From an optimization exercise on the open Yosys and OpenROAD flow, aimed at small area and a short achievable clock period; shortcuts taken in it are not production practice. Where RTL was checked, it was by simulation tests only, not by an equivalence proof against the original. Function not checked in runs 1 to 3, 6 and 7: the RTL went through the layout flow alone. The clock port is modelled as an ideal driver, which makes a skipped or thinned clock tree look cheaper than it is; a real chip needs a root buffer or a tree. No activity file was given, so power comes from the tool's default toggle rates.

==> design.v <==
module memory_unit(
    input CLK, RESET,  
    input [3:0] ADDR,  
    input [7:0] DATA_IN,  
    input READ, WRITE,  
    input [7:0] SEARCH_KEY,  
    output reg [7:0] DATA_OUT,  
    output reg [7:0] SEARCH_RESULT  
);
wire we = !RESET && !READ && WRITE;
reg [7:0] dasd_memory [0:15];
reg [7:0] cam_key [0:7];
wire [15:0] rsel;    
wire [7:0]  match;   
wire [7:0]  ssel;    
wire [7:0]  dout_t [0:16];
wire [7:0]  sres_t [0:8];
assign dout_t[0] = READ ? 8'd0 : DATA_OUT;
assign sres_t[0] = READ ? 8'd0 : SEARCH_RESULT;
genvar g;
generate
    for (g = 0; g < 16; g = g + 1) begin : word
        always @(posedge CLK)
            if (we && ADDR == g)
                dasd_memory[g] <= DATA_IN;
        assign rsel[g] = READ && ADDR == g;
        assign dout_t[g + 1] = dout_t[g] | ({8{rsel[g]}} & dasd_memory[g]);
    end
    for (g = 0; g < 8; g = g + 1) begin : entry
        always @(posedge CLK)
            if (we && ADDR == g)
                cam_key[g] <= SEARCH_KEY;
        assign match[g] = cam_key[g] == SEARCH_KEY;
        if (g == 7) begin : top
            assign ssel[g] = READ && match[g];
        end else begin : below
            assign ssel[g] = READ && match[g] && match[7:g + 1] == 0;
        end
        assign sres_t[g + 1] = sres_t[g] | ({8{ssel[g]}} & dasd_memory[g]);
    end
endgenerate
always @(posedge CLK or posedge RESET) begin
    if (RESET) begin
        DATA_OUT <= 8'd0;
        SEARCH_RESULT <= 8'd0;
    end else begin
        DATA_OUT <= dout_t[16];
        SEARCH_RESULT <= sres_t[8];
    end
end
endmodule
==> run.sh <==
#!/bin/bash
# synth_recipe.tcl (not shown) runs the flow's synth.tcl, then flattens the netlist and writes it again
# the make line also repeats each setting of config.mk as NAME=value (left out here)
make -C /OpenROAD-flow-scripts/flow DESIGN_CONFIG=/design/flow/config.mk WORK_HOME=/design/flow/orfs CLKGATE_MAP_FILE= SYNTH_SCRIPT=/design/flow/synth_recipe.tcl finish
==> config.mk <==
export PLATFORM = sky130hd
export DESIGN_NAME = memory_unit
export DESIGN_NICKNAME = memory_unit
export VERILOG_FILES = /design/flow/design.v
export SDC_FILE = /design/flow/constraint.sdc
export NUM_CORES = 4
export LEC_CHECK = 0
export CAP_MARGIN = 20
export CORE_MARGIN = 2
export CORE_UTILIZATION = 40
export SETUP_SLACK_MARGIN = 2.2
export SLEW_MARGIN = 20
==> constraint.sdc <==
create_clock -name core_clock -period 4.0 [get_ports {CLK}]
set_input_delay 0.8000 -clock core_clock [delete_from_list [all_inputs] [get_ports {CLK}]]
set_output_delay 0.8000 -clock core_clock [all_outputs]
set_load 0.01 [all_outputs]
==> results of run 1 <==
-- cell type report --
class	instances	area, sq um	area share, %
flip-flops and latches	208	6170	51.9
multi-input cells	319	3080	25.9
repair buffers	155	1560	13.2
clock buffers	24	537	4.52
well taps	275	344	2.90
clock inverters	14	149	1.25
inverters	9	37.5	0.316
-- per-layer routing --
metal | GRT usage [%] | wire [microns] | vias up
li1 | - | - | 2521
met1 | 30.5 | 10200 | 3000
met4 | 9.07 | 952 | 0
met3 | 3.49 | 2000 | 62
met2 | 34.7 | 11900 | 347
met5 | 0 | 0 | -
-- worst max-delay path, stage by stage --
cell       delay, ns
buf_12          0.11
buf_12          0.13
xor2_4          0.15
nor4_4          0.26
buf_4           0.18
a21oi_4         0.08
nor4b_4         0.15
buf_6           0.15
o2bb2ai_2       0.11
a2111o_1        0.35
-- cells in the mapped netlist (all sizes together) (2+ instances only) --
| cell | instances |
|---|---|
| a221oi | 19 |
| a22oi | 38 |
| and3 | 6 |
| xor2 | 16 |
| inv | 9 |
| a211oi | 4 |
| nand2b | 6 |
| nor3 | 17 |
| a222oi | 4 |
| dfrtp | 16 |
| or2 | 2 |
| nand4 | 19 |
| a31oi | 6 |
| nand3b | 2 |
| nor4 | 4 |
| buf | 18 |
| a22o | 8 |
| nor2 | 39 |
| nand3 | 14 |
| xnor2 | 48 |
| a2111o | 5 |
| clkbuf | 2 |
| edfxtp | 192 |
| a21oi | 5 |
| o2bb2ai | 5 |
| nand2 | 30 |
| a221o | 3 |
| o21ai | 4 |
| a2bb2oi | 3 |
-- cell families (layout without fill, tap and decap cells) --
family,count (synthesis),in the layout,share of synthesized area (%)
DFF,208,208,71.5
and+or+nand+nor,146,148,9.07
AOI/OAI and AO/OA,106,106,10.0
xor gates and xnor gates,64,64,6.76
buffers and inverters,29,202,2.50
muxes,1,1,0.116
-- what timing repair did --
item	4_1_cts	5_1_grt
pin swaps	58	31
cloned	3	1
gates resized for setup	232	30
hold buffers	0	0
endpoints found under the setup margin	224	94
setup buffers	77	14
-- state kept, by name, indices dropped and copies added, names as in the netlist --
register and count:
dasd_memory 128, DATA_OUT 8, SEARCH_RESULT 8, cam_key 64
-- through the flow --
step           util, %  total power, mW  hold slack, ns
2_1_floorplan        -             2.65           0.427
3_3_place_gp      46.2             2.77           0.453
3_5_place_dp      46.2             2.77           0.462
4_1_cts           55.0             4.75           0.482
5_1_grt           56.3             4.91           0.476
6_report          56.3             4.77           0.446
-- power by group --
group	internal (mW)	switching, mW	leakage, nW	total (mW)
sequential	2.41	0.0208	1.93	2.43
clock	1.16	0.797	0.333	1.96
combinational	0.183	0.204	1.76	0.387
-- final timing paths --
path / from / to / slack, ns / depth (start not counted)
worst min register to register: dasd_memory[12][6] / DATA_OUT[6] / 0.48 / 2
worst min-delay path: RESET / SEARCH_RESULT[5] / 0.45 / 4
max in group asynchronous: RESET / SEARCH_RESULT[3] / 3.28 / 4
worst max register to register: cam_key[6][0] / SEARCH_RESULT[5] / 1.92 / 8
worst max-delay path: SEARCH_KEY[0] / SEARCH_RESULT[5] / 1.89 / 10
min in group core_clock: dasd_memory[12][6] / DATA_OUT[6] / 0.48 / 2
==> flow_summary_export.csv, run 1 <==
group,metric,value,unit
clock_network,clock-sinks,208,
global_routing,grt_pass1_vias,5873,
min_path,hold_class,"in2async",
clock_network,numCtsBuffers,21,
cells_and_area,final_common_cell,"edfxtp_1",
floorplanning,rows,53,
placed_design,port_buffers,39,
floorplanning,core-area,21100,sq um
synthesis,ys_ff_latch,208,
synthesis,synth_area_leader_cell,"edfxtp_1",
critical_path,critPathKind,"in2reg",
synthesis,syn-num-nets,578,
global_routing,grt_max_degree,18,
synthesis,syn-cell-area,8620,sq um
timing,worstMarginPinSlew,0.609,ns
pwr,power.leakage,4.02,nW
pwr,ir_drop,0.000259,V
synthesis,synth_top_cell_area_share,66.9,%
floorplanning,ios,40,
global_routing,grt_util_all_layers,21.9,%
route,dr_total_vias,5930,
cells_and_area,layout-drive-gt1-share,41.0,%
floorplanning,die_height,151,microns
cells_and_area,nets,738,
placed_design,dp_hpwl,15200,microns
floorplanning,dieArea,22700,sq um
synthesis,ys.flop_type,"edfxtp_1",
route,antenna_left,0,
timing,drv_slew,0,
clock_network,cts_max_level,1,
placed_design,dpl_cell_area,9740,sq um
synthesis,syn_area_per_cell,15.6,sq um
placed_design,finalWeightedCongestion,0.914,
clock_network,clk_path_buf_depth,3,
placed_design,place_ws,0.525,ns
critical_path,cp_max_fo,8,
route,wl,25100,microns
timing,fin_crit_sh,52.8,%
route,drc,0,
cells_and_area,nFillCells,1586,
timing,period_needed,2.11,ns
timing,totalNegativeSetupSlack,0,ns
synthesis,synth_area_leaders,"edfxtp_1 (67%), dfrtp_1 (4.6%), xnor2_1 (4.6%), a22oi_1 (3.3%), a221oi_1 (1.9%)",
timing,setup_ws,1.89,ns
timing,maxClockFrequency,0.474,GHz
critical_path,crit_arrival,2.49,ns
synthesis,synth_edf_count,192,
global_routing,grt_pass1_wl,36500,microns
synthesis,synth_seq_area_share,71.5,%
route,viasPerCell,5.91,
global_routing,grt.overflow.total,0,
synthesis,async_flop_share,7.69,%
timing,report.final.hold_viol_count,0,
timing,fin_skew,0.0261,ns
clock_network,cts.clk_slew.worst_paths,0.06,ns
floorplanning,start_util,40.9,%
floorplanning,die_w,151,microns
cells_and_area,area_delta_synth_final,37.7,%
route,drtIter0Drc,603,
flow_run,cap_violations,0,
timing,slew_headroom,59.2,%
clock_network,cts_root_buf,"clkbuf_16",
synthesis,ys.warnings.count,3,
route,firstDrtPassIters,5,
timing,setup_viol,0,
synthesis,syn_inst,554,
synthesis,yosysUniqueCellTypes,47,
cells_and_area,antenna_cells,0,
critical_path,critPathRequiredTime,4.38,ns
global_routing,antenna_found_initial,0,
placed_design,dp_cells,871,
clock_network,cts_tree,"done",
route,wl_per_cell,25.0,microns
pwr,pwr_density_cell,402,nW/um^2
critical_path,crit_path_end_kind,"flip-flop",
timing,rsz0062_at_grt,"yes",
critical_path,cp-start-kind,"input port",
cells_and_area,stdcell_area,11900,sq um
status,status,"timing/DRC/antenna clean",
cells_and_area,final_cell_mix,"edfxtp_1 (192), buf_4 (78), xnor2_1 (35), buf_6 (31), a22oi_1 (30)",
cells_and_area,instances_no_fill,1004,
clock_network,clk_latency,0.51,ns
==> run 2, diff against run 1 <==
--- a/config.mk
+++ b/config.mk
@@ -10,2 +10,3 @@
 export CORE_UTILIZATION = 40
+export CTS_BUF_LIST = sky130_fd_sc_hd__clkbuf_4 sky130_fd_sc_hd__clkbuf_8
 export SETUP_SLACK_MARGIN = 2.2
==> run 2 against run 1 <==
  * Sequential cell count unchanged
  * Hold slack improved by 0.0085 ns
  * Utilization decreased by 1.4 points
  * Via count decreased by 0.79%
  * Power decreased by 5.0%
  * Final area decreased by 2.5%
  * Clock skew decreased by 0.012 ns
  * Count of clock-buffer cells in the layout increased by 21
  * Setup slack got worse by 0.060 ns
  * Maximum frequency decreased by 2.8%
  * Critical path depth unchanged
  * Sequential power about the same
  * Highest routed layer unchanged
==> flow_summary_export.csv, run 2 <==
group,metric,value,unit
placed_design,finalWeightedCongestion,0.914,
min_path,hold_class,"in2reg",
global_routing,grt_pass1_wl,36500,microns
cells_and_area,instances_no_fill,1009,
cells_and_area,antenna_cells,0,
floorplanning,core-area,21100,sq um
floorplanning,die_w,151,microns
timing,report.final.hold_viol_count,0,
placed_design,place_ws,0.525,ns
min_path,hold_start,"SEARCH_KEY[0]",
synthesis,synth_compound_area_share,10.0,%
critical_path,cp-start-kind,"input port",
synthesis,synth_area_leaders,"edfxtp_1 (67%), dfrtp_1 (4.6%), xnor2_1 (4.6%), a22oi_1 (3.3%), a221oi_1 (1.9%)",
synthesis,synthTopCellsByCount,"edfxtp_1 (192), xnor2_1 (45), nor2_1 (39)",
synthesis,syn-num-nets,578,
route,dr_total_vias,5883,
clock_network,clk_latency,0.56,ns
route,drc,0,
synthesis,yosys.area_share.xor_xnor,6.76,%
timing,totalNegativeSetupSlack,0,ns
timing,fin_skew,0.0138,ns
critical_path,cpMaxStageDelayCell,"a2111o_1",
timing,setup_viol,0,
cells_and_area,largest_reg_flops,128,
critical_path,path_buf_inv,4,
timing,setup_ws,1.83,ns
floorplanning,dieArea,22700,sq um
global_routing,antenna_found_initial,0,
clock_network,clk_path_buf_depth,3,
synthesis,syn_area_per_cell,15.6,sq um
synthesis,yosysUniqueCellTypes,47,
clock_network,clock-sinks,208,
synthesis,synth_edf_count,192,
critical_path,r2r_end,"SEARCH_RESULT[7]",
cells_and_area,layout-drive-gt1-share,39.9,%
critical_path,critPathKind,"in2reg",
floorplanning,die_height,151,microns
synthesis,synth_top_family_by_area,"compound AO/OA/AOI/OAI gates",
critical_path,cp_top_family,"compound AO/OA/AOI/OAI gates",
timing,fin_crit_sh,54.3,%
route,wl,24800,microns
clock_network,numCtsBuffers,31,
cells_and_area,nets,734,
synthesis,ys.warnings.count,3,
synthesis,synth_area_leader_cell,"edfxtp_1",
cells_and_area,final_common_cell,"edfxtp_1",
global_routing,grt_max_degree,18,
synthesis,synth_top_cell_area_share,66.9,%
synthesis,synthAdderAreaFrac,0,%
cells_and_area,area_delta_synth_final,34.3,%
timing,period_needed,2.17,ns
global_routing,grt.overflow.total,0,
critical_path,cp_max_fo,8,
placed_design,dp_cells,871,
min_path,worstHoldEndpoint,"cam_key[0][0]",
cells_and_area,final_cell_mix,"edfxtp_1 (192), buf_4 (71), xnor2_1 (37), clkbuf_8 (35), a22oi_1 (33)",
cells_and_area,regMostFlops,"dasd_memory",
clock_network,cts_max_level,1,
synthesis,ys_ff_latch,208,
route,viasPerCell,5.83,
timing,drv_slew,0,
status,status,"timing/DRC/antenna clean",
synthesis,ys.flop_type,"edfxtp_1",
cells_and_area,utilization,54.9,%
floorplanning,start_util,40.9,%
critical_path,crit_arrival,2.59,ns
placed_design,port_buffers,39,
synthesis,syn-cell-area,8620,sq um
clock_network,cts.clk_slew.worst_paths,0.07,ns
timing,worstMarginPinSlew,0.632,ns
clock_network,cts_root_buf,"clkbuf_8",
floorplanning,ios,40,
route,drtIter0Drc,616,
critical_path,cpPeakStageDelay,0.41,ns
synthesis,syn_inst,554,
min_path,hold_path_depth,1,
pwr,ir_drop,0.000238,V
synthesis,synth_seq_area_share,71.5,%
global_routing,grt_pass1_vias,5880,
synthesis,synthSimpleGateAreaFrac,9.07,%
floorplanning,rows,53,
route,firstDrtPassIters,5,
synthesis,synthMuxAreaShare,0.116,%
route,wl_per_cell,24.5,microns
timing,slew_headroom,57.7,%
synthesis,yosysMostFrequentCell,"edfxtp_1",
clock_network,cts_tree,"done",
pwr,pwr_density_cell,391,nW/um^2
route,antenna_left,0,
synthesis,async_flop_share,7.69,%
critical_path,critPathRequiredTime,4.42,ns
cells_and_area,nFillCells,1666,
clock_network,holdBufCountCts,0,
global_routing,grt_util_all_layers,22.0,%
flow_run,cap_violations,0,
critical_path,crit_path_end_kind,"flip-flop",
critical_path,r2r_setup_slack,1.88,ns
critical_path,cp_common_cell,"buf_6",
critical_path,worstPathCellList,"buf_6, buf_8, xor2_4, nor4_4, buf_4, a21oi_4, nor4b_4, buf_6, o2bb2ai_2, a2111o_1",
timing,rsz0062_at_grt,"yes",
placed_design,dp_hpwl,15200,microns
critical_path,r2r-start,"cam_key[6][1]",
critical_path,reg2reg_depth,8,
timing,maxClockFrequency,0.460,GHz
pwr,power.leakage,3.91,nW
run 2: metrics by stage:
| stage | hold slack [ns] | cell area [sq um] | power (mW) |
|---|---|---|---|
| CTS | 0.450 | 11300 | 4.53 |
| global route | 0.429 | 11600 | 4.69 |
| global placement | 0.453 | 9740 | 2.77 |
| finish | 0.455 | 11600 | 4.53 |
| floorplan | 0.427 | 9110 | 2.65 |
| detailed placement | 0.462 | 9740 | 2.77 |
run 2: power breakdown:
part	switching [mW]	internal, mW
clock	0.780	0.955
combinational	0.197	0.171
sequential	0.0204	2.41
run 2: final cells by class:
type / instances / area, sq um / share of cell area, %
repair buffers: 141 / 1380 / 11.9
flip-flops and latches: 208 / 6170 / 53.2
inverters: 9 / 37.5 / 0.324
multi-input cells: 319 / 3010 / 26.0
clock inverters: 12 / 78.8 / 0.681
clock buffers: 45 / 557 / 4.81
well taps: 275 / 344 / 2.97
run 2: kinds of logic after synthesis:
logic type / Yosys count
xor gates and xnor gates: 64
and+or+nand+nor: 146
muxes: 1
DFF: 208
AOI/OAI and AO/OA: 106
buffers and inverters: 29
run 2: how the worst max path moves through the flow:
stage,from,to,depth (start not counted)
6_report,SEARCH_KEY[1],SEARCH_RESULT[7],10
3_5_place_dp,SEARCH_KEY[4],SEARCH_RESULT[5],8
3_3_place_gp,SEARCH_KEY[0],SEARCH_RESULT[6],8
5_1_grt,cam_key[7][1],SEARCH_RESULT[7],6
2_1_floorplan,SEARCH_KEY[2],SEARCH_RESULT[4],9
4_1_cts,SEARCH_KEY[0],SEARCH_RESULT[2],10
run 2: routing by layer:
layer  GRT usage (%)  vias to the layer above  wire length (microns)
met5               0                        -                      0
met4            8.79                        0                   1030
met3            4.16                       68                   1950
met2            34.6                      326                  11500
met1            30.3                     2970                  10300
li1                -                     2519                      -
run 2: timing repair:
item / 4_1_cts / 5_1_grt
buffers inserted: 67 / 10
setup endpoints to repair: 224 / 49
endpoints found under the hold margin: 0 / 0
gates resized for setup: 201 / 41
pin swaps: 49 / 29
gates cloned: 3 / 1
==> run 3, diff against run 2 <==
==> flow/run.sh (new file) <==
#!/bin/bash
# Own layout flow: the standard synthesis, then the standard ORFS steps with
# extra make variables (flow/make_args.txt, one NAME=VALUE per line).
set -uo pipefail
here=$(cd "$(dirname "$0")" && pwd)
mapfile -t args < <(grep -v '^\s*#' "$here/make_args.txt" | grep -v '^\s*$')
printf '%s\n' "${args[@]}" > make_args_used.log
bash standard.sh synth > synth.log 2>&1 || exit 1
bash standard.sh "${args[@]}" finish > layout.log 2>&1
==> flow/make_args.txt (new file) <==
MATCH_CELL_FOOTPRINT=0
BUFFER_PORTS_ARGS=-buffer_cell sky130_fd_sc_hd__buf_2
CTS_ARGS=-sink_clustering_enable -repair_clock_nets -dont_use_dummy_load
==> standard.sh (new file) <==
#!/bin/bash
# synth_recipe.tcl (not shown) runs the flow's synth.tcl, then flattens the netlist and writes it again
# the make line also repeats each setting of config.mk as NAME=value (left out here)
make -C /OpenROAD-flow-scripts/flow DESIGN_CONFIG=/design/flow/config.mk WORK_HOME=/design/flow/orfs CLKGATE_MAP_FILE= SYNTH_SCRIPT=/design/flow/synth_recipe.tcl "${@:-finish}"
--- a/config.mk
+++ b/config.mk
@@ -10,3 +10,2 @@
 export CORE_UTILIZATION = 40
-export CTS_BUF_LIST = sky130_fd_sc_hd__clkbuf_4 sky130_fd_sc_hd__clkbuf_8
 export SETUP_SLACK_MARGIN = 2.2
removed: run.sh
==> run 3 against run 2 <==
  * Utilization down 2.6 points
  * Clock power decreased by 6%
  * Power fell by 2.6%
  * Via count down 4.6%
  * Hold slack got worse by 0.049 ns
  * Sequential cell count did not move
  * Maximum frequency up 4.0%
  * Setup slack improved by 0.084 ns
  * Critical endpoint is now SEARCH_RESULT[6]
  * Largest power group unchanged
  * Highest routed layer unchanged
==> flow_summary_export.csv, run 3 <==
group,metric,value,unit
status,status,"timing/DRC/antenna clean",
global_routing,grt_max_degree,19,
placed_design,place_ws,0.851,ns
timing,totalNegativeSetupSlack,0,ns
critical_path,cp_max_fo,16,
route,dr_total_vias,5612,
clock_network,clk_path_buf_depth,3,
timing,setup_viol,0,
synthesis,synth_area_leaders,"edfxtp_1 (67%), dfrtp_1 (4.6%), xnor2_1 (4.6%), a22oi_1 (3.3%), a221oi_1 (1.9%)",
cells_and_area,stdcell_area,11000,sq um
floorplanning,ios,40,
pwr,power.leakage,3.64,nW
cells_and_area,regMostFlops,"dasd_memory",
route,viasPerCell,5.99,
cells_and_area,layout-drive-gt1-share,35.0,%
pwr,pwr_density_cell,400,nW/um^2
clock_network,cts_max_level,1,
route,antenna_left,0,
placed_design,dp_hpwl,15200,microns
min_path,hold_class,"in2async",
cells_and_area,utilization,52.3,%
synthesis,async_flop_share,7.69,%
synthesis,synth_top_cell_area_share,66.9,%
clock_network,cts_tree,"done",
synthesis,ys_ff_latch,208,
clock_network,clock-sinks,208,
timing,worstMarginPinSlew,0.532,ns
critical_path,r2r-start,"cam_key[7][5]",
timing,slew_headroom,64.4,%
clock_network,numCtsBuffers,21,
route,drc,0,
placed_design,finalWeightedCongestion,0.984,
synthesis,ys.warnings.count,3,
global_routing,grt_pass1_wl,35600,microns
timing,setup_ws,1.91,ns
synthesis,syn_area_per_cell,15.6,sq um
pwr,ir_drop,0.000239,V
clock_network,cts_root_buf,"clkbuf_16",
timing,drv_slew,0,
global_routing,grt.overflow.total,0,
global_routing,grt_pass1_vias,5630,
critical_path,startpoint,"SEARCH_KEY[0]",
flow_run,cap_violations,0,
synthesis,syn-num-nets,578,
timing,fin_crit_sh,52.2,%
critical_path,crit_path_end_kind,"flip-flop",
synthesis,ys.flop_type,"edfxtp_1",
synthesis,syn_inst,554,
timing,fin_skew,0.0292,ns
cells_and_area,nFillCells,1708,
floorplanning,start_util,40.9,%
floorplanning,die_height,151,microns
cells_and_area,area_delta_synth_final,28.0,%
route,drtIter0Drc,757,
cells_and_area,antenna_cells,0,
critical_path,crit_arrival,2.45,ns
synthesis,synth_edf_count,192,
floorplanning,rows,53,
clock_network,cts.clk_slew.worst_paths,0.06,ns
clock_network,clk_latency,0.50,ns
route,wl,24100,microns
cells_and_area,largest_reg_flops,128,
synthesis,syn-cell-area,8620,sq um
placed_design,dp_cells,850,
cells_and_area,nets,688,
global_routing,antenna_found_initial,0,
placed_design,port_buffers,39,
synthesis,synth_seq_area_share,71.5,%
timing,period_needed,2.09,ns
pwr,power,4.41,mW
critical_path,critPathKind,"in2reg",
floorplanning,dieArea,22700,sq um
critical_path,critPathRequiredTime,4.36,ns
synthesis,yosysMostFrequentCell,"edfxtp_1",
critical_path,cp-start-kind,"input port",
timing,fin_hold_ws,0.406,ns
synthesis,synth_area_leader_cell,"edfxtp_1",
floorplanning,core-area,21100,sq um
timing,report.final.hold_viol_count,0,
cells_and_area,instances_no_fill,937,
floorplanning,die_w,151,microns
timing,rsz0062_at_grt,"yes",
cells_and_area,final_common_cell,"edfxtp_1",
route,firstDrtPassIters,6,
cells_and_area,final_cell_mix,"edfxtp_1 (192), buf_4 (51), xnor2_1 (39), a22oi_1 (31), nand2_1 (26)",
route,wl_per_cell,25.7,microns
global_routing,grt_util_all_layers,21.5,%
synthesis,yosysUniqueCellTypes,47,
synthesis,synthTopCellsByCount,"edfxtp_1 (192), xnor2_1 (45), nor2_1 (39)",
timing,maxClockFrequency,0.479,GHz
placed_design,dpl_cell_area,9380,sq um
run 3: cell counts after synthesis:
Identical to the previous run, type by type.
run 3: what timing repair did:
item	CTS	global route
hold endpoints to repair	0	0
pin swaps	43	22
buffers inserted	48	18
setup endpoints to repair	224	50
resized for setup	95	28
hold buffers	0	0
run 3: worst max-delay path, stage by stage:
cell,delay (ns)
buf_12,0.14
xor2_2,0.18
nor4_4,0.40
a21oi_2,0.16
nor4b_4,0.17
buf_4,0.16
o2bb2ai_1,0.13
a2111o_1,0.31
run 3: logic make-up (layout without fill, tap and decap cells):
logic type | count (synthesis) | in the layout | share of synthesized area, %
simple gates | 146 | 146 | 9.07
buf+inv | 29 | 137 | 2.50
xor+xnor | 64 | 64 | 6.76
flops | 208 | 208 | 71.5
mux | 1 | 1 | 0.116
compound gates | 106 | 106 | 10.0
run 3: report_power, final:
part / internal, mW / leakage, nW / switching (mW)
logic: 0.147 / 1.46 / 0.191
clock network: 0.920 / 0.259 / 0.723
registers: 2.41 / 1.93 / 0.0235
run 3: worst paths after layout:
path | end | slack, ns | depth (start not counted)
setup / recovery | SEARCH_RESULT[6] | 1.91 | 8
hold reg to reg | DATA_OUT[0] | 0.47 | 2
hold / removal | DATA_OUT[0] | 0.41 | 3
min in group core_clock | DATA_OUT[0] | 0.47 | 2
max in group asynchronous | SEARCH_RESULT[4] | 3.33 | 3
setup reg to reg | SEARCH_RESULT[1] | 1.95 | 9
run 3: area by class of cell:
| cell class | count | area [sq um] | area share [%] |
|---|---|---|---|
| sequential | 208 | 6170 | 55.9 |
| inverter | 9 | 45.0 | 0.408 |
| timing repair buffer | 107 | 1060 | 9.61 |
| multi-input combinational | 317 | 2900 | 26.2 |
| tap | 275 | 344 | 3.12 |
| clock buffer | 21 | 526 | 4.76 |
run 3: metal layers:
metal / wire length [microns] / global-route usage (%) / vias to the layer above
li1: - / - / 2397
met1: 9500 / 29.4 / 2779
met2: 11400 / 34.1 / 366
met3: 2260 / 4.04 / 70
met4: 966 / 8.46 / 0
met5: 0 / 0 / -
==> run 4, diff against run 3 <==
==> design.v (replaced) <==
module memory_unit(
    input CLK, RESET,  
    input [3:0] ADDR,  
    input [7:0] DATA_IN,  
    input READ, WRITE,  
    input [7:0] SEARCH_KEY,  
    output reg [7:0] DATA_OUT,  
    output reg [7:0] SEARCH_RESULT  
);
reg [7:0] dasd_memory [0:15];  
reg [7:0] cam_key [0:7];       
wire we = !RESET && !READ && WRITE;
always @(posedge CLK) begin
    if (we) begin
        dasd_memory[ADDR] <= DATA_IN;
        if (!ADDR[3])
            cam_key[ADDR[2:0]] <= SEARCH_KEY;
    end
end
reg [7:0] search;
integer i;
always @(*) begin
    search = 8'd0;
    for (i = 0; i < 8; i = i + 1)
        if (cam_key[i] == SEARCH_KEY)
            search = dasd_memory[i];
end
always @(posedge CLK or posedge RESET) begin
    if (RESET) begin
        DATA_OUT <= 8'd0;
        SEARCH_RESULT <= 8'd0;
    end else if (READ) begin
        DATA_OUT <= dasd_memory[ADDR];
        SEARCH_RESULT <= search;
    end
end
endmodule
==> flow/run.sh (replaced) <==
#!/bin/bash
# Own layout flow: the standard synthesis, then the standard ORFS steps with
# extra make variables (flow/make_args.txt, one NAME=VALUE per line; @FLOW@ is
# replaced by this folder's absolute path, for hook scripts).
set -uo pipefail
here=$(cd "$(dirname "$0")" && pwd)
mapfile -t args < <(grep -v '^\s*#' "$here/make_args.txt" | grep -v '^\s*$' | sed "s#@FLOW@#$here#g")
printf '%s\n' "${args[@]}" > make_args_used.log
bash standard.sh synth > synth.log 2>&1 || exit 1
bash standard.sh "${args[@]}" finish > layout.log 2>&1
==> flow/make_args.txt (replaced) <==
MATCH_CELL_FOOTPRINT=0
BUFFER_PORTS_ARGS=-buffer_cell sky130_fd_sc_hd__buf_2
CTS_ARGS=-sink_clustering_enable -repair_clock_nets -dont_use_dummy_load -buf_list sky130_fd_sc_hd__clkbuf_16 -sink_clustering_size 24 -sink_clustering_max_diameter 80
POST_CTS_TCL=@FLOW@/post_cts.tcl
SKIP_CTS_REPAIR_TIMING=1
==> flow/post_cts.tcl (new file) <==
# Flatten the clock tree to two levels: the root buffer (the only cell the CLK
# port drives) drives the leaf buffers directly, which drive the registers. The
# branching buffers between them are removed, and the root is a clkbuf_16. All
# registers keep the same number of buffers on their clock path.
set block [ord::get_db_block]
proc out_net {inst} {
  foreach it [$inst getITerms] { if {[$it isOutputSignal]} { return [$it getNet] } }
  return ""
}
proc is_clkbuf {inst} { string match sky130_fd_sc_hd__clkbuf_* [[$inst getMaster] getName] }
set clk [$block findNet CLK]
set root ""
foreach it [$clk getITerms] { set root [$it getInst] }
set n0 [out_net $root]
set changed 1
while {$changed} {
  set changed 0
  foreach it [$n0 getITerms] {
    if {![$it isInputSignal]} { continue }
    set b [$it getInst]
    if {![is_clkbuf $b]} { continue }
    set n1 [out_net $b]
    # collapse b only if everything it drives is a clock buffer
    set all_bufs 1
    foreach l [$n1 getITerms] {
      if {[$l isInputSignal] && ![is_clkbuf [$l getInst]]} { set all_bufs 0 }
    }
    if {!$all_bufs} { continue }
    foreach l [$n1 getITerms] {
      if {[$l isInputSignal]} { $l disconnect; $l connect $n0 }
    }
    foreach bt [$b getITerms] { $bt disconnect }
    odb::dbInst_destroy $b
    odb::dbNet_destroy $n1
    set changed 1
    break
  }
}
$root swapMaster [[ord::get_db] findMaster sky130_fd_sc_hd__clkbuf_16]
puts "post_cts: root [$root getName] drives [expr {[llength [$n0 getITerms]] - 1}] clock buffers"
detailed_placement
check_placement -verbose
==> flow/pre_cts.tcl (new file) <==
# Upsize the output port buffers.
set block [ord::get_db_block]
set master_buf [[ord::get_db] findMaster sky130_fd_sc_hd__buf_4]
foreach bterm [$block getBTerms] {
  if {[$bterm getIoType] ne "OUTPUT"} { continue }
  foreach iterm [[$bterm getNet] getITerms] {
    if {[$iterm isOutputSignal]} { [$iterm getInst] swapMaster $master_buf }
  }
}
==> run 4 against run 3 <==
  * Still clean on timing, DRC and antenna
  * Final area down 0.39%
  * Via count decreased by 10%
  * Non-clock buffer count is the same
  * Sequential cell count is the same
  * Hold slack better by 0.10 ns
  * Critical path type unchanged
  * Critical endpoint is now SEARCH_RESULT[2]
  * Largest power group unchanged
==> flow_summary_export.csv, run 4 <==
group,metric,value,unit
status,status,"timing/DRC/antenna clean",
cells_and_area,nets,616,
route,drtIter0Drc,532,
synthesis,synthAdderAreaFrac,0,%
cells_and_area,final_common_cell,"edfxtp_1",
timing,period_needed,2.01,ns
synthesis,synth_top_family_by_area,"multiplexers",
route,antenna_left,0,
timing,totalNegativeSetupSlack,0,ns
cells_and_area,nFillCells,1765,
synthesis,synth_area_leader_cell,"edfxtp_1",
critical_path,crit_path_end_kind,"flip-flop",
global_routing,grt_max_degree,34,
pwr,ir_drop,0.000233,V
critical_path,critPathKind,"in2reg",
synthesis,syn_area_per_cell,18.0,sq um
route,drc,0,
pwr,power.leakage,3.72,nW
synthesis,async_flop_share,7.69,%
critical_path,cp-start-kind,"input port",
route,dr_total_vias,5053,
timing,report.final.hold_viol_count,0,
global_routing,grt_pass1_vias,4933,
route,highest_layer,"met4",
placed_design,dpl_cell_area,9600,sq um
synthesis,syn-num-nets,523,
timing,setup_ws,1.99,ns
cells_and_area,area_delta_synth_final,22.5,%
critical_path,cp_max_fo,17,
timing,worstMarginPinSlew,0.379,ns
synthesis,yosysMostFrequentCell,"edfxtp_1",
route,wl,23200,microns
timing,fin_skew,0.0560,ns
floorplanning,dieArea,23600,sq um
timing,rsz0062_at_grt,"yes",
synthesis,yosysUniqueCellTypes,35,
synthesis,synth_top_cell_area_share,64.3,%
cells_and_area,stdcell_area,11000,sq um
timing,maxClockFrequency,0.499,GHz
synthesis,synthSimpleGateAreaFrac,5.95,%
synthesis,syn_inst,499,
cells_and_area,layout-drive-gt1-share,40.2,%
synthesis,yosys.area_share.xor_xnor,6.25,%
floorplanning,ios,40,
cells_and_area,largest_reg_flops,128,
synthesis,synth_compound_area_share,3.46,%
global_routing,grt_util_all_layers,19.2,%
route,viasPerCell,5.81,
route,drt-met1-wl,9160,microns
synthesis,ys.warnings.count,1,
synthesis,ys_ff_latch,208,
pwr,power,3.90,mW
floorplanning,die_w,154,microns
floorplanning,die_height,154,microns
route,wl_per_cell,26.7,microns
synthesis,synth_edf_count,192,
timing,slew_headroom,74.8,%
flow_run,cap_violations,0,
pwr,pwr_density_cell,355,nW/um^2
critical_path,crit_arrival,2.34,ns
min_path,hold_class,"in2async",
placed_design,dp_hpwl,13500,microns
cells_and_area,regMostFlops,"dasd_memory",
clock_network,cts.clk_slew.worst_paths,0.09,ns
floorplanning,core-area,21900,sq um
cells_and_area,final_cell_mix,"edfxtp_1 (192), xor2_1 (47), mux4_2 (39), buf_4 (32), buf_2 (23)",
floorplanning,start_util,41.0,%
timing,fin_crit_sh,50.1,%
clock_network,clk_latency,0.41,ns
synthesis,synth_seq_area_share,68.7,%
global_routing,grt.overflow.total,0,
critical_path,critPathRequiredTime,4.33,ns
synthesis,synthTopCellsByCount,"edfxtp_1 (192), xor2_1 (48), mux4_1 (28)",
floorplanning,rows,54,
route,wl_met3,1950,microns
global_routing,antenna_found_initial,0,
placed_design,finalWeightedCongestion,0.786,
cells_and_area,antenna_cells,0,
synthesis,ys.flop_type,"edfxtp_1",
synthesis,synth_area_leaders,"edfxtp_1 (64%), mux4_1 (8.2%), xor2_1 (4.7%), dfrtp_1 (4.5%), mux4_2 (3.0%)",
clock_network,clock-sinks,208,
route,dr_wl_met2,11500,microns
global_routing,grt_pass1_wl,32500,microns
cells_and_area,utilization,50.2,%
timing,setup_viol,0,
placed_design,port_buffers,39,
placed_design,place_ws,0.905,ns
critical_path,reg2reg_depth,8,
synthesis,synthMuxAreaShare,13.6,%
route,firstDrtPassIters,5,
synthesis,syn-cell-area,8970,sq um
timing,drv_slew,0,
[run 4: cell count changes after synthesis, moves of 10 or more]
cell	before	now
xnor2_1	45	16
a221oi_1	19	0
a22oi_1	38	0
nand3_1	14	1
buf_6	13	2
mux4_2	0	12
o21ai_0	3	16
nand4_1	19	6
nor4_1	2	12
nor2_1	39	27
xor2_1	16	48
nand2_1	30	7
mux4_1	0	28
[run 4: worst paths after layout]
path | start | end | slack (ns)
max | SEARCH_KEY[0] | SEARCH_RESULT[2] | 1.99
min reg2reg | DATA_OUT[6] | DATA_OUT[6] | 0.52
max in group asynchronous | RESET | DATA_OUT[4] | 3.24
min | RESET | SEARCH_RESULT[4] | 0.51
max reg2reg | cam_key[6][0] | SEARCH_RESULT[2] | 2.13
min in group core_clock | DATA_OUT[6] | DATA_OUT[6] | 0.52
[run 4: final cells by class]
type	instances	area (sq um)	share of cell area (%)
Sequential cell	208	6170	56.1
Multi-Input combinational cell	262	2950	26.9
Timing Repair Buffer	107	1230	11.2
Tap cell	280	350	3.19
Clock buffer	11	275	2.50
Inverter	2	15.0	0.137
[run 4: where the power goes]
group          switching [mW]  internal, mW
clock network           0.639         0.490
logic                   0.181         0.172
registers              0.0167          2.40
[run 4: kinds of logic after synthesis]
group | count (synthesis)
flip-flops | 208
AND/OR/NAND/NOR | 99
XOR/XNOR | 64
multiplexers | 56
AO/OA/AOI/OAI | 43
buffers and inverters | 29
[run 4: layer usage]
metal	vias to the layer above	track usage [%]
met5	-	0
met4	0	7.30
met2	224	31.0
li1	2161	-
met3	36	4.03
met1	2632	25.9
[run 4: worst max-delay path: stages]
cell,delay (ns)
buf_6,0.14
xor2_1,0.16
nor4_2,0.37
nand2_2,0.10
buf_8,0.17
o211ai_1,0.13
buf_6,0.22
nor2_1,0.06
a2bb2oi_1,0.17
[run 4: stage by stage]
step / instances / hold WS [ns]
2_1_floorplan: 499 / 0.552
3_3_place_gp: 806 / 0.496
3_5_place_dp: 806 / 0.512
5_1_grt: 870 / 0.527
6_report: 870 / 0.510
==> run 5, diff against run 4 <==
==> flow/make_args.txt (replaced) <==
MATCH_CELL_FOOTPRINT=0
BUFFER_PORTS_ARGS=-buffer_cell sky130_fd_sc_hd__buf_2
CTS_ARGS=-sink_clustering_enable -repair_clock_nets -dont_use_dummy_load -buf_list sky130_fd_sc_hd__clkbuf_8 -sink_clustering_size 16 -sink_clustering_max_diameter 50
POST_CTS_TCL=@FLOW@/post_cts.tcl
SKIP_CTS_REPAIR_TIMING=1
==> run 5 against run 4 <==
  * Setup slack worse by 0.0071 ns
  * Maximum frequency shrank 0.36%
  * Still clean on timing, DRC and antenna
  * Non-clock buffer count rose by 4
  * Critical path type unchanged
  * Register-to-register slack worse by 0.09 ns
  * Largest cell class unchanged
  * Die area stayed put
  * Largest power group unchanged
  * Critical path depth is the same
  * Combinational power increased by 5%
  * Clock skew is 0.035 ns lower
  * Highest routed layer unchanged
  * Critical endpoint is now SEARCH_RESULT[7]
==> flow_summary_export.csv, run 5 <==
group,metric,value,unit
status,status,"timing/DRC/antenna clean",
critical_path,cp_max_fo,8,
timing,slew_headroom,73.3,%
synthesis,async_flop_share,7.69,%
critical_path,cpPeakStageDelay,0.32,ns
critical_path,reg2reg_depth,8,
pwr,pwr_density_cell,348,nW/um^2
timing,worstMarginPinSlew,0.400,ns
cells_and_area,final_common_cell,"edfxtp_1",
synthesis,syn_inst,499,
timing,totalNegativeSetupSlack,0,ns
synthesis,ys.warnings.count,1,
clock_network,cts.clk_slew.worst_paths,0.08,ns
synthesis,syn-cell-area,8970,sq um
synthesis,synthAdderAreaFrac,0,%
timing,report.final.hold_viol_count,0,
placed_design,port_buffers,39,
global_routing,grt.overflow.total,0,
placed_design,dp_hpwl,13500,microns
cells_and_area,antenna_cells,0,
placed_design,dpl_cell_area,9600,sq um
floorplanning,dieArea,23600,sq um
flow_run,cap_violations,0,
cells_and_area,regMostFlops,"dasd_memory",
synthesis,synth_area_leader_cell,"edfxtp_1",
timing,fin_crit_sh,50.3,%
route,viasPerCell,5.89,
critical_path,critPathRequiredTime,4.34,ns
synthesis,yosysMostFrequentCell,"edfxtp_1",
route,drc,0,
cells_and_area,nets,629,
global_routing,grt_util_all_layers,19.7,%
floorplanning,die_height,154,microns
synthesis,synth_edf_count,192,
clock_network,clock-sinks,208,
critical_path,crit_arrival,2.35,ns
min_path,hold_class,"in2async",
synthesis,synth_seq_area_share,68.7,%
timing,setup_viol,0,
synthesis,synth_area_leaders,"edfxtp_1 (64%), mux4_1 (8.2%), xor2_1 (4.7%), dfrtp_1 (4.5%), mux4_2 (3.0%)",
critical_path,cp_top_family,"simple AND/OR/NAND/NOR gates",
synthesis,syn-num-nets,523,
critical_path,r2r_end,"SEARCH_RESULT[7]",
floorplanning,ios,40,
cells_and_area,largest_reg_flops,128,
synthesis,ys.flop_type,"edfxtp_1",
route,wl,24000,microns
synthesis,synthTopCellsByCount,"edfxtp_1 (192), xor2_1 (48), mux4_1 (28)",
critical_path,worstPathCellList,"buf_16, xor2_4, nor4_4, nand2_2, buf_12, buf_6, and4b_1, nor3_2, a2bb2oi_1",
timing,period_needed,2.01,ns
cells_and_area,stdcell_area,11200,sq um
cells_and_area,final_cell_mix,"edfxtp_1 (192), xor2_1 (41), mux4_2 (39), buf_4 (34), buf_2 (23)",
timing,drv_slew,0,
critical_path,r2r_setup_slack,2.04,ns
synthesis,synth_top_family_by_area,"multiplexers",
synthesis,synthMuxAreaShare,13.6,%
synthesis,ys_ff_latch,208,
floorplanning,start_util,41.0,%
floorplanning,rows,54,
timing,rsz0062_at_grt,"yes",
cells_and_area,nFillCells,1746,
clock_network,clk_latency,0.42,ns
floorplanning,die_w,154,microns
route,dr_total_vias,5198,
global_routing,grt_pass1_wl,32800,microns
global_routing,grt_max_degree,34,
cells_and_area,layout-drive-gt1-share,43.4,%
critical_path,crit_path_end_kind,"flip-flop",
placed_design,finalWeightedCongestion,0.786,
cells_and_area,utilization,51.2,%
critical_path,cp-start-kind,"input port",
global_routing,grt_pass1_vias,4999,
synthesis,synth_top_cell_area_share,64.3,%
route,drtIter0Drc,542,
timing,maxClockFrequency,0.497,GHz
timing,fin_skew,0.0215,ns
pwr,power,3.91,mW
pwr,power.leakage,3.81,nW
route,wl_per_cell,27.1,microns
synthesis,synthSimpleGateAreaFrac,5.95,%
synthesis,yosysUniqueCellTypes,35,
synthesis,syn_area_per_cell,18.0,sq um
critical_path,cpMaxStageDelayCell,"nor4_4",
route,antenna_left,0,
global_routing,antenna_found_initial,0,
floorplanning,core-area,21900,sq um
critical_path,critPathKind,"in2reg",
critical_path,path_buf_inv,3,
synthesis,yosys.area_share.xor_xnor,6.25,%
cells_and_area,area_delta_synth_final,25.0,%
synthesis,synth_compound_area_share,3.46,%
route,firstDrtPassIters,5,
critical_path,r2r-start,"cam_key[6][0]",
pwr,ir_drop,0.000213,V
run 5: changes by cell type in the layout (fill, tap and decap cells not counted), moves of 3 or more:
cell       change
buf_6          -4
clkbuf_16      -9
clkbuf_8      +19
nor4_2         -3
nor4_4         +3
o21ai_0        -3
o21ai_1        +3
xor2_1         -6
xor2_2         +5
run 5: cell families (layout without fill, tap and decap cells):
family / Yosys count / after routing
multiplexers: 56 / 56
AND/OR/NAND/NOR: 99 / 99
XOR/XNOR: 64 / 64
AO/OA/AOI/OAI: 43 / 43
buffers and inverters: 29 / 133
flip-flops: 208 / 208
run 5: worst max-delay path by stage:
stage | slack [ns] | cells past startpoint | startpoint | to
6_report | 1.99 | 9 | SEARCH_KEY[0] | SEARCH_RESULT[7]
5_1_grt | 1.91 | 9 | SEARCH_KEY[6] | SEARCH_RESULT[5]
3_5_place_dp | 0.91 | 7 | SEARCH_KEY[2] | SEARCH_RESULT[1]
3_3_place_gp | 0.73 | 4 | ADDR[0] | DATA_OUT[7]
2_1_floorplan | 1.63 | 5 | ADDR[0] | DATA_OUT[7]
run 5: final cells by class:
class	instances	area [sq um]	share of cell area (%)
sequential	208	6170	55.0
inverter	2	15.0	0.134
clock buffer	20	287	2.55
tap	280	350	3.12
timing repair buffer	111	1320	11.8
multi-input combinational	262	3070	27.4
run 5: metrics by stage:
step / worst slack, ns / hold WS (ns) / instances
2_1_floorplan: 1.63 / 0.552 / 499
3_3_place_gp: 0.727 / 0.496 / 806
3_5_place_dp: 0.905 / 0.512 / 806
5_1_grt: 1.91 / 0.512 / 883
6_report: 1.99 / 0.509 / 883
run 5: worst min-delay path: cells and delay by family:
kind,cells,cell delay (ns)
buf+inv,3,0.51
run 5: power breakdown:
part | switching, mW | internal (mW) | total (mW)
registers | 0.0170 | 2.40 | 2.42
clock network | 0.650 | 0.466 | 1.12
logic | 0.190 | 0.182 | 0.372
run 5: routing by layer:
metal / wire [microns] / track usage [%]
met1: 9460 / 26.0
met2: 11800 / 31.3
met3: 1960 / 4.82
met4: 703 / 8.43
met5: 0 / 0
==> run 6, diff against run 5 <==
==> design.v (replaced) <==
module memory_unit(
    input CLK, RESET,  
    input [3:0] ADDR,  
    input [7:0] DATA_IN,  
    input READ, WRITE,  
    input [7:0] SEARCH_KEY,  
    output reg [7:0] DATA_OUT,  
    output reg [7:0] SEARCH_RESULT  
);
wire we = !RESET && !READ && WRITE;
reg [7:0] dasd_memory [0:15];  
reg [7:0] cam_key [0:7];       
wire [15:0] rsel;    
wire [7:0]  dout_t [0:16];
wire [7:0]  sres_t [0:8];
assign dout_t[0] = READ ? 8'd0 : DATA_OUT;
assign sres_t[0] = 8'd0;
genvar g;
generate
    for (g = 0; g < 16; g = g + 1) begin : word
        always @(posedge CLK)
            if (we && ADDR == g)
                dasd_memory[g] <= DATA_IN;
        assign rsel[g] = READ && ADDR == g;
        assign dout_t[g + 1] = dout_t[g] | ({8{rsel[g]}} & dasd_memory[g]);
    end
    for (g = 0; g < 8; g = g + 1) begin : entry
        always @(posedge CLK)
            if (we && ADDR == g)
                cam_key[g] <= SEARCH_KEY;
        assign sres_t[g + 1] = cam_key[g] == SEARCH_KEY ? dasd_memory[g] : sres_t[g];
    end
endgenerate
always @(posedge CLK or posedge RESET) begin
    if (RESET) begin
        DATA_OUT <= 8'd0;
        SEARCH_RESULT <= 8'd0;
    end else begin
        DATA_OUT <= dout_t[16];
        if (READ)
            SEARCH_RESULT <= sres_t[8];
    end
end
endmodule
==> flow/make_args.txt (replaced) <==
MATCH_CELL_FOOTPRINT=0
BUFFER_PORTS_ARGS=-buffer_cell sky130_fd_sc_hd__buf_2
CTS_ARGS=-sink_clustering_enable -repair_clock_nets -dont_use_dummy_load -buf_list sky130_fd_sc_hd__clkbuf_16 -sink_clustering_size 24 -sink_clustering_max_diameter 80
POST_CTS_TCL=@FLOW@/post_cts.tcl
SKIP_CTS_REPAIR_TIMING=1
==> run 6 against run 5 <==
  * Still clean on timing, DRC and antenna
  * Clock power is essentially flat
  * Sequential share of layout area up 0.40 points
  * Critical path depth shrank 1
  * Sequential power about the same
  * Register-to-register slack gained 0.03 ns
  * Maximum frequency fell by 0.84%
  * Synthesized area is 3.3% lower
  * Synthesized cell count grew 10%
  * Utilization is 1.4 points higher
  * Critical path type unchanged
  * Largest cell class unchanged
==> flow_summary_export.csv, run 6 <==
group,metric,value,unit
status,status,"timing/DRC/antenna clean",
critical_path,crit_arrival,2.30,ns
synthesis,synth_top_cell_area_share,66.5,%
route,antenna_left,0,
synthesis,yosysUniqueCellTypes,47,
global_routing,grt_pass1_vias,5450,
timing,totalNegativeSetupSlack,0,ns
pwr,switching_share,21.6,%
global_routing,grt_pass1_wl,34600,microns
cells_and_area,largest_reg_flops,128,
critical_path,worstPathCellList,"buf_6, xor2_1, nor4_2, nand2_2, buf_12, o311a_2, a21oi_2, a21oi_1",
synthesis,synthTopCellsByCount,"edfxtp_1 (192), xor2_1 (45), a22oi_1 (44)",
floorplanning,dieArea,22900,sq um
global_routing,grt.overflow.total,0,
pwr,ir_drop,0.000198,V
timing,fin_crit_sh,50.7,%
timing,slew_headroom,34.5,%
synthesis,synth_top_family_by_area,"simple AND/OR/NAND/NOR gates",
synthesis,ys.warnings.count,3,
flow_run,cap_violations,0,
cells_and_area,multi_input_area,3090,sq um
critical_path,cp-start-kind,"input port",
critical_path,cpMaxStageDelayCell,"o311a_2",
synthesis,synth_seq_area_share,71.1,%
route,firstDrtPassIters,5,
timing,report.final.hold_viol_count,0,
placed_design,dp_hpwl,15300,microns
synthesis,async_flop_share,7.69,%
floorplanning,die_height,151,microns
global_routing,grt_util_all_layers,21.6,%
timing,maxClockFrequency,0.493,GHz
synthesis,ys.flop_type,"edfxtp_1",
clock_network,clock-sinks,208,
synthesis,syn_inst,550,
pwr,intPower,3.03,mW
synthesis,syn_area_per_cell,15.8,sq um
pwr,power.leakage,3.70,nW
cells_and_area,layout-drive-gt1-share,38.6,%
cells_and_area,area_delta_synth_final,28.3,%
cells_and_area,nFillCells,1676,
critical_path,cp_max_fo,17,
synthesis,syn-cell-area,8670,sq um
placed_design,port_buffers,39,
floorplanning,start_util,41.0,%
critical_path,cpPeakStageDelay,0.35,ns
global_routing,antenna_found_initial,0,
floorplanning,core-area,21200,sq um
cells_and_area,regArea,6170,sq um
pwr,power_frac_clock,29.1,%
pwr,power_frac_seq,62.5,%
cells_and_area,antenna_cells,0,
pwr,p_sw,0.834,mW
min_path,hold_class,"reg2reg",
synthesis,ys_ff_latch,208,
route,viasPerCell,6.04,
timing,setup_viol,0,
synthesis,synth_compound_area_share,9.71,%
floorplanning,die_w,151,microns
timing,fin_hold_ws,0.472,ns
route,drc,0,
synthesis,synthSimpleGateAreaFrac,9.82,%
floorplanning,ios,40,
pwr,p_comb_share,8.4,%
clock_network,cts.clk_slew.worst_paths,0.09,ns
synthesis,synth_area_leader_cell,"edfxtp_1",
critical_path,critPathRequiredTime,4.27,ns
synthesis,synth_area_leaders,"edfxtp_1 (66%), dfrtp_1 (4.6%), xor2_1 (4.5%), a22oi_1 (3.8%), xnor2_1 (1.6%)",
synthesis,synthAdderAreaFrac,0,%
synthesis,yosysMostFrequentCell,"edfxtp_1",
clock_network,clk_latency,0.41,ns
timing,period_needed,2.03,ns
synthesis,synth_edf_count,192,
cells_and_area,final_cell_mix,"edfxtp_1 (192), buf_4 (61), xor2_1 (36), a22oi_1 (36), buf_2 (25)",
cells_and_area,regMostFlops,"dasd_memory",
global_routing,grt_max_degree,25,
route,dr_total_vias,5710,
cells_and_area,final_common_cell,"edfxtp_1",
timing,rsz0062_at_grt,"yes",
synthesis,synthMuxAreaShare,1.04,%
pwr,pwr_density_cell,347,nW/um^2
floorplanning,rows,53,
timing,fin_skew,0.0235,ns
synthesis,syn-num-nets,574,
cells_and_area,nets,697,
synthesis,yosys.area_share.xor_xnor,6.72,%
timing,drv_slew,0,
route,drtIter0Drc,648,
critical_path,critPathKind,"in2reg",
critical_path,crit_path_end_kind,"flip-flop",
timing,worstMarginPinSlew,0.982,ns
placed_design,finalWeightedCongestion,0.867,
route,wl,24400,microns
route,wl_per_cell,25.8,microns
==> run 6: power by group through the flow <==
stage               sequential, mW  combinational, mW  clock, mW
floorplan                     2.47              0.143          0
finish                        2.42              0.324       1.12
global placement              2.46              0.231          0
global route                  2.42              0.345       1.20
detailed placement            2.46              0.236          0
==> run 6: per-layer routing <==
layer	global-route usage (%)	up-vias	wire length, microns
li1	-	2433	-
met1	29.5	2892	9990
met2	33.0	321	11600
met5	0	-	0
met3	4.52	64	1920
met4	10.1	0	891
==> run 6: per-stage QoR <==
stage / total power, mW / setup WS, ns / utilization [%] / instances / cell area, sq um
6_report: 3.86 / 1.97 / 52.6 / 946 / 11100
5_1_grt: 3.97 / 1.96 / 52.6 / 946 / 11100
3_3_place_gp: 2.69 / 0.538 / 44.6 / 859 / 9440
3_5_place_dp: 2.70 / 0.469 / 44.6 / 859 / 9440
2_1_floorplan: 2.61 / 1.71 / - / 550 / 9020
==> run 6: layout make-up <==
cell class	count	area share (%)
flip-flops and latches	208	55.4
multi-input cells	324	27.8
repair buffers	126	11.2
well taps	275	3.09
clock buffers	11	2.47
inverters	2	0.0675
==> run 6: worst paths after layout <==
| kind | cells after the start | slack (ns) | to | start |
|---|---|---|---|---|
| hold reg to reg | 2 | 0.47 | DATA_OUT[6] | dasd_memory[14][6] |
| setup reg to reg | 7 | 2.07 | SEARCH_RESULT[7] | cam_key[1][0] |
| max in group asynchronous | 2 | 2.73 | SEARCH_RESULT[4] | RESET |
| hold / removal | 2 | 0.47 | DATA_OUT[6] | dasd_memory[14][6] |
| setup / recovery | 8 | 1.97 | SEARCH_RESULT[7] | SEARCH_KEY[5] |
| min in group asynchronous | 2 | 0.64 | DATA_OUT[3] | RESET |
==> run 6: cells by family after synthesis <==
kind of cell    after synthesis
flops                       208
simple gates                145
compound gates              107
xor+xnor                     64
buf+inv                      18
mux                           8
==> run 6: critical path: cells and delay by family <==
kind	cells	cell delay, ns
AO/OA/AOI/OAI	3	0.54
AND/OR/NAND/NOR	2	0.45
XOR/XNOR	1	0.18
buffers and inverters	2	0.31
==> run 7, diff against run 6 <==
==> design.v (replaced) <==
module memory_unit(
    input CLK, RESET,  
    input [3:0] ADDR,  
    input [7:0] DATA_IN,  
    input READ, WRITE,  
    input [7:0] SEARCH_KEY,  
    output reg [7:0] DATA_OUT,  
    output reg [7:0] SEARCH_RESULT  
);
reg [7:0] dasd_memory [0:15];  
reg [7:0] cam_key [0:7];       
wire we = !RESET && !READ && WRITE;
always @(posedge CLK) begin
    if (we) begin
        dasd_memory[ADDR] <= DATA_IN;
        if (!ADDR[3])
            cam_key[ADDR[2:0]] <= SEARCH_KEY;
    end
end
wire [7:0] lo_ne, hi_ne;  
wire [7:0] ssel;          
genvar g, b;
generate
    for (g = 0; g < 8; g = g + 1) begin : cmp
        mu_ne4 lo (.a(cam_key[g][3:0]), .b(SEARCH_KEY[3:0]), .y(lo_ne[g]));
        mu_ne4 hi (.a(cam_key[g][7:4]), .b(SEARCH_KEY[7:4]), .y(hi_ne[g]));
    end
endgenerate
mu_prio prio (.lo_ne(lo_ne), .hi_ne(hi_ne), .rd(READ), .sel(ssel));
wire [15:0] rsel;
mu_dec dec (.a(ADDR), .rd(READ), .sel(rsel));
wire [7:0] dout_d, sres_d;
generate
    for (b = 0; b < 8; b = b + 1) begin : bits
        wire [15:0] col;
        for (g = 0; g < 16; g = g + 1) begin : w
            assign col[g] = dasd_memory[g][b];
        end
        mu_sel16 sd (.s(rsel), .v(col), .rd(READ), .q(DATA_OUT[b]), .y(dout_d[b]));
        mu_sel8 ss (.s(ssel), .v(col[7:0]), .rd(READ), .q(SEARCH_RESULT[b]), .y(sres_d[b]));
    end
endgenerate
always @(posedge CLK or posedge RESET) begin
    if (RESET) begin
        DATA_OUT <= 8'd0;
        SEARCH_RESULT <= 8'd0;
    end else begin
        DATA_OUT <= dout_d;
        SEARCH_RESULT <= sres_d;
    end
end
endmodule
module mu_ne4(input [3:0] a, input [3:0] b, output y);
    assign y = ~&(a ~^ b);
endmodule
module mu_prio(input [7:0] lo_ne, input [7:0] hi_ne, input rd, output [7:0] sel);
    wire [7:0] m = ~(lo_ne | hi_ne);
    assign sel[7] = rd & m[7];
    genvar i;
    generate
        for (i = 0; i < 7; i = i + 1) begin : p
            assign sel[i] = rd & m[i] & ~|m[7:i + 1];
        end
    endgenerate
endmodule
module mu_dec(input [3:0] a, input rd, output [15:0] sel);
    genvar i;
    generate
        for (i = 0; i < 16; i = i + 1) begin : d
            assign sel[i] = rd & (a == i);
        end
    endgenerate
endmodule
module mu_sel16(input [15:0] s, input [15:0] v, input rd, input q, output y);
    assign y = |(s & v) | (~rd & q);
endmodule
module mu_sel8(input [7:0] s, input [7:0] v, input rd, input q, output y);
    assign y = |(s & v) | (~rd & q);
endmodule
--- a/config.mk
+++ b/config.mk
@@ -12 +12,2 @@
 export SLEW_MARGIN = 20
+export SYNTH_HIERARCHICAL = 1
==> run 7 against run 6 <==
  * Sequential power is essentially flat
  * Routed wire length is 13% lower
  * Critical path type unchanged
  * Non-clock buffer count is 23 lower
  * First-iteration DRC count grew 4.2%
  * Synthesized area shrank 2.9%
  * Count of clock-buffer cells in the layout shrank 1
  * Final area down 4.3%
  * Critical path depth increased by 1
  * Utilization decreased by 1.5 points
  * Via count fell by 9.4%
  * Largest power group unchanged
==> flow_summary_export.csv, run 7 <==
group,metric,value,unit
placed_design,dp_cells,826,
min_path,hold_start,"dasd_memory[15][1]",
critical_path,crit_path_end_kind,"flip-flop",
timing,worstMarginPinSlew,0.738,ns
floorplanning,die_w,149,microns
synthesis,syn_area_per_cell,16.4,sq um
pwr,power_frac_clock,28.3,%
cells_and_area,final_cell_mix,"edfxtp_1 (192), xnor2_1 (53), buf_4 (44), a22oi_1 (32), buf_2 (27)",
cells_and_area,stdcell_area,10700,sq um
pwr,p_sw,0.823,mW
timing,fin_skew,0.0276,ns
placed_design,place_ws,0.837,ns
route,wl_per_cell,23.7,microns
synthesis,ys_ff_latch,208,
timing,slew_headroom,50.8,%
route,viasPerCell,5.78,
synthesis,synth_top_cell_area_share,68.5,%
cells_and_area,layout-drive-gt1-share,31.9,%
route,drtIter0Drc,675,
route,dr_total_vias,5176,
critical_path,critPathRequiredTime,4.34,ns
synthesis,ys.warnings.count,7,
cells_and_area,largest_reg_flops,128,
clock_network,clk_latency,0.41,ns
timing,fin_crit_sh,56.6,%
synthesis,ys.flop_type,"edfxtp_1",
critical_path,crit_arrival,2.61,ns
floorplanning,dieArea,22200,sq um
timing,rsz0062_at_grt,"yes",
route,drc,0,
critical_path,critPathKind,"in2reg",
clock_network,cts.clk_slew.worst_paths,0.09,ns
synthesis,synth_seq_area_share,73.2,%
pwr,power.leakage,3.48,nW
synthesis,syn_inst,512,
floorplanning,ios,40,
timing,maxClockFrequency,0.441,GHz
timing,setup_ws,1.73,ns
floorplanning,die_height,149,microns
synthesis,synthTopCellsByCount,"edfxtp_1 (192), xnor2_1 (64), a22oi_1 (32)",
timing,fin_hold_ws,0.505,ns
route,antenna_left,0,
route,wl,21200,microns
cells_and_area,instances_no_fill,895,
placed_design,port_buffers,39,
global_routing,grt_pass1_vias,4903,
cells_and_area,antenna_cells,0,
synthesis,synth_area_leader_cell,"edfxtp_1",
floorplanning,rows,53,
timing,totalNegativeSetupSlack,0,ns
critical_path,startpoint,"SEARCH_KEY[4]",
min_path,hold_class,"reg2reg",
floorplanning,core-area,20800,sq um
cells_and_area,area_delta_synth_final,26.5,%
pwr,switching_share,21.6,%
cells_and_area,regMostFlops,"dasd_memory",
global_routing,antenna_found_initial,0,
synthesis,yosysUniqueCellTypes,32,
pwr,p_comb_share,8.2,%
placed_design,finalWeightedCongestion,0.974,
synthesis,synth_edf_count,192,
placed_design,dpl_cell_area,9320,sq um
synthesis,syn-cell-area,8420,sq um
critical_path,r2r-start,"cam_key[4][1]",
pwr,ir_drop,0.000209,V
synthesis,yosysMostFrequentCell,"edfxtp_1",
cells_and_area,final_common_cell,"edfxtp_1",
pwr,pwr_density_cell,357,nW/um^2
pwr,power_frac_seq,63.5,%
timing,drv_slew,0,
global_routing,grt.overflow.total,0,
synthesis,synth_area_leaders,"edfxtp_1 (68%), xnor2_1 (6.7%), dfrtp_1 (4.8%), a221oi_2 (2.9%), a22oi_1 (2.9%)",
critical_path,cp_max_fo,8,
timing,setup_viol,0,
global_routing,grt_util_all_layers,18.6,%
floorplanning,start_util,40.4,%
clock_network,clock-sinks,208,
timing,report.final.hold_viol_count,0,
critical_path,cp-start-kind,"input port",
status,status,"timing/DRC/antenna clean",
synthesis,syn-num-nets,536,
synthesis,async_flop_share,7.69,%
global_routing,grt_pass1_wl,30300,microns
placed_design,dp_hpwl,14100,microns
route,firstDrtPassIters,6,
timing,period_needed,2.27,ns
pwr,intPower,2.98,mW
cells_and_area,nets,646,
flow_run,cap_violations,0,
global_routing,grt_max_degree,25,
==> run 7: stage by stage <==
step                      utilization, %  power, mW
after global routing                51.2       3.91
after global placement              44.8       2.70
after floorplan                        -       2.60
after detailed placement            44.8       2.70
final                               51.2       3.80
==> run 7: area by class of cell <==
| cell class | count | area, sq um |
|---|---|---|
| well taps | 275 | 344 |
| fillers | 1708 | 10200 |
| repair buffers | 103 | 1090 |
| multi-input cells | 290 | 2770 |
| flip-flops and latches | 208 | 6170 |
| inverters | 9 | 33.8 |
| clock buffers | 10 | 250 |
==> run 7: layer usage <==
metal	wire length, microns	vias to the layer above	GRT usage (%)
li1	-	2309	-
met1	9080	2649	26.5
met2	10200	194	28.2
met3	1530	24	4.46
met4	345	0	6.33
met5	0	-	0
==> run 7: worst max-delay path, cell delays in order <==
cell and delay [ns]:
buf_16 0.13, xnor2_4 0.12, nand4_1 0.17, o22ai_2 0.12, or4_4 0.58, nor4_4 0.28, buf_6 0.17, a222oi_1 0.12
nand3_1 0.10
==> run 7: path summary, 6_finish.rpt <==
check	end	slack, ns	cells past startpoint
max in group asynchronous	DATA_OUT[2]	2.97	2
hold reg to reg	DATA_OUT[1]	0.50	2
setup reg to reg	SEARCH_RESULT[2]	1.78	8
setup / recovery	SEARCH_RESULT[2]	1.73	9
hold / removal	DATA_OUT[1]	0.50	2
min in group asynchronous	SEARCH_RESULT[0]	0.55	2
==> run 7: cells by family (layout without fill, tap and decap cells) <==
logic type,count (synthesis),count (layout),share of synthesized area [%]
flops,208,208,73.2
simple gates,134,135,8.98
compound gates,91,91,10.4
xor+xnor,64,64,6.66
buf+inv,15,122,0.773
==> run 7: power by group through the flow <==
stage / Combinational (mW) / Sequential (mW) / Clock, mW
floorplan: 0.129 / 2.47 / 0
global placement: 0.237 / 2.46 / 0
detailed placement: 0.242 / 2.46 / 0
global route: 0.333 / 2.42 / 1.16
finish: 0.311 / 2.41 / 1.08
==> run 7: modules after synthesis (local to each module, per instance) <==
module	copies in the design	cell area (sq um)	cells inside	flip-flops and latches
mu_sel8	8	50.0	6	0
memory_unit	1	6400	248	208
mu_sel16	8	91.3	12	0
mu_prio	1	114	17	0
mu_dec	1	118	23	0
mu_ne4	16	41.3	5	0

==> what the ideal ports hide <==
Ports are ideal in the flow. The routed layouts listed here were re-timed in OpenROAD.
Step 1 sets driving cells, clkbuf_16 on the clock port and buf_2 on the other inputs (assumed; they add their load-dependent delay and slew).
Step 2, shift: input delay + t, output delay - t, t = (earliest + latest rising clock arrival at the registers) / 2. This alone moves slack from input paths to output paths.
a / b / c = ideal ports / drivers / drivers and shift; a / b = the first two.
| run | t, ns | setup slack, ns | worst data-port slew with drivers (ns) |
|---|---|---|---|
| run 1 | 0.540 | 1.888 / 1.887 / 1.347 | 0.06 |
| run 2 | 0.589 | 1.828 / 1.835 / 1.246 | 0.10 |
| run 3 | 0.524 | 1.912 / 1.899 / 1.375 | 0.08 |
| run 4 | 0.430 | 1.995 / 1.798 / 1.368 | 0.32 |
| run 5 | 0.460 | 1.988 / 1.805 / 1.346 | 0.32 |
| run 6 | 0.438 | 1.971 / 1.965 / 1.527 | 0.08 |
| run 7 | 0.438 | 1.735 / 1.688 / 1.250 | 0.15 |
After both steps setup and hold are still met in every run listed. The setup slack of run 5, which loses most, moves by -0.183 ns with the drivers and by -0.642 ns with both steps.
